Context: an optimization exercise on an open-source flow, tuned for small area and a short achievable clock period. The choices shown serve that exercise and are no tape-out recipe.
The RTL was checked by simulation tests, not by an equivalence proof against the original design.
Power is estimated from default activity; no workload was simulated.

build 45:
Design bist, start of the top module:
module bist #(
  parameter int size   = 6,
  parameter int length = 8
) (
  input  logic              start,
  input  logic              rst,
  input  logic              clk,
  input  logic              csin,
  input  logic              rwbarin,
  input  logic              opr,
  input  logic [size-1:0]   address,
  input  logic [length-1:0] datain,
  output logic [length-1:0] dataout,
  output logic              fail
);
  logic             NbarT;              
  logic             nrm;                
  logic             nrm_l, nrm_h;       
  logic [9:0]       q;
  logic             cout;
  logic [7:0]       tlo_n, thi_n;       
  logic             wt;                 
  logic             endt;               
  logic             kt;                 
  logic [63:0][7:0] ram;                
  logic [7:0]       rd_n;               
  logic [7:0]       rd_t;               
  logic             s63;                
  function automatic logic [7:0] pattern(input logic [2:0] p);
    case (p)
      3'd0: pattern = 8'hAA;
      3'd1: pattern = 8'h55;
      3'd2: pattern = 8'hF0;
      3'd3: pattern = 8'h0F;
      3'd4: pattern = 8'h00;
  ...
clock: 4.5 ns
lec_check: 0
cap_margin: 20
core_margin: 2
core_utilization: 60
cts_cluster_diameter: 80
cts_cluster_size: 24
setup_slack_margin: 2.3
slew_margin: 20
synth_hierarchical: 1
synth_minimum_keep_size: 0
standard.sh (not shown) runs the stock make flow with config.mk's settings and CLKGATE_MAP_FILE= SYNTH_SCRIPT=/design/flow/synth_recipe.tcl, a recipe that flattens the netlist after the stock synthesis.
==> flow/flow/run.sh <==
#!/bin/bash
# Layout flow: the standard flow (standard.sh), with two changes after
# the standard synthesis:
#  - the port buffers are plain buffers (buf_4) instead of the delay cells
#    buffer_ports picks by default;
#  - the delay cells are not used by repair, so no path gets a delay cell
#    as a buffer.
# Each step's output goes to a log of its own in this folder (ORFS also
# keeps its per-step logs under orfs/logs).
set -euo pipefail

bash standard.sh synth > synth.log 2>&1

export BUFFER_PORTS_ARGS="-buffer_cell sky130_fd_sc_hd__buf_4"
export DONT_USE_CELLS="sky130_fd_sc_hd__dlygate4sd1_1 sky130_fd_sc_hd__dlygate4sd2_1 sky130_fd_sc_hd__dlygate4sd3_1 sky130_fd_sc_hd__clkdlybuf4s15_1 sky130_fd_sc_hd__clkdlybuf4s15_2 sky130_fd_sc_hd__clkdlybuf4s18_1 sky130_fd_sc_hd__clkdlybuf4s18_2 sky130_fd_sc_hd__clkdlybuf4s25_1 sky130_fd_sc_hd__clkdlybuf4s25_2 sky130_fd_sc_hd__clkdlybuf4s50_1 sky130_fd_sc_hd__clkdlybuf4s50_2 sky130_fd_sc_hd__dlymetal6s2s_1 sky130_fd_sc_hd__dlymetal6s4s_1 sky130_fd_sc_hd__dlymetal6s6s_1"

bash standard.sh floorplan > floorplan.log 2>&1
bash standard.sh place > place.log 2>&1
bash standard.sh cts > cts.log 2>&1
bash standard.sh route > route.log 2>&1
bash standard.sh finish > finish.log 2>&1
Build 45 completed every stage of the flow, and the final layout passed the timing, design-rule and antenna checks.
Relative to build 45, the following input files were edited for build 52:
- changing SETUP_SLACK_MARGIN from 2.3 to 2.27
- changing CORE_UTILIZATION from 60 to 40
--- outcome ---
Build 52 has completed all stages; timing, DRC and antenna checks passed.
Comparing build 45 with build 52, the clock input transition at the sequential cells of the worst setup and hold paths came out essentially unchanged.
In build 52, the share of the cycle needed by the critical path after routing came out 0.49 points above the value in build 45.
Between build 52 and build 45, it is build 52 whose layout clock buffer count is higher, by 5.
Summary of build 52 over build 45: maximum number of pins on one net before global-route repair went up 1.5%, sequential share of layout area now sits lower, average footprint of a synthesized cell flat.
[build 52] initial standard-cell utilization of the core fell 21 points relative to build 45
Share of power burned in the clock network: build 52 vs build 45 up 0.3 points
Setup slack in build 52 vs build 45: down 0.022 ns
In terms of highest cell delay on the worst timing path, build 45 and build 52 differ only marginally.
Worst supply voltage drop on vdd improves in build 52 relative to build 45.
[inputs] build 2 vs build 52
- CTS_CLUSTER_DIAMETER changed from 80 to 90
- SETUP_SLACK_MARGIN changed from 2.27 to 2.3
- CTS_CLUSTER_SIZE changed from 24 to 28
==> run notes <==
Build 2: no failed stages, no open violations at the end
On signed area change from the synthesized netlist to the final layout, the higher figure sits with build 52, not build 2.
Per the comparison of build 2 with build 52, register area closely matched the old numbers; final core utilization went down by 0.36 points; first-pass iteration count of the detailed router neither gained nor lost much; maximum achievable frequency +8.6 MHz.
Going from build 52 to build 2, the sequential share of layout area was found to have gone up by 0.38 points.
Setup changes, build 2 to build 39
- swapping 2.3 for 2.33 in SETUP_SLACK_MARGIN
- swapping 90 for 80 in CTS_CLUSTER_DIAMETER
- swapping 28 for 24 in CTS_CLUSTER_SIZE
==> comparison <==
Going from build 2 to build 39, achievable frequency shrank slightly.
Per the comparison of build 39 with build 2, cell area after layout rose by 410 sq um; longest individual stage delay on the worst path has remained practically unchanged; wire length on met1 was more or less identical; count of clock-buffer cells in the layout shows an increase of 28%; clock group share of total power went up.
Compared with build 2, wire length on met3 in build 39 increased by more than a quarter.
Build 39 finished end to end and its layout was clean on timing, DRC and antenna.
Build 2: full flow OK, the timing, design-rule and antenna checks passed
Diff build 39..build 2 | share of flip-flops with an asynchronous set or reset | unchanged

-- re-timing with driven ports --
How much do the figures lean on ideal ports? The routed layouts below were timed once more, with nothing changed but the port constraints.
Step 1, drivers: a clkbuf_16 drives clk and a buf_2 each remaining input, both assumed.
Step 2, shift: input delay + t, output delay - t, t = (earliest + latest rising clock arrival at the registers) / 2. This alone moves slack from input paths to output paths.
Three values: no drivers, after step 1, after step 2; two values: the first two.
run | t, ns | setup WS [ns] | latest minus earliest clock arrival (ns)
build 45 | 0.660 | 2.171 / 2.113 / 1.615 | 0.020 / 0.020
build 52 | 0.681 | 2.149 / 2.022 / 1.593 | 0.040 / 0.041
build 2 | 0.651 | 2.195 / 2.123 / 1.594 | 0.035 / 0.035
build 39 | 0.677 | 2.169 / 2.111 / 1.642 | 0.059 / 0.059
After both steps every run listed still meets setup and hold. For build 2, which loses most, drivers alone change the setup slack by -0.072 ns; drivers and shift together by -0.601 ns.
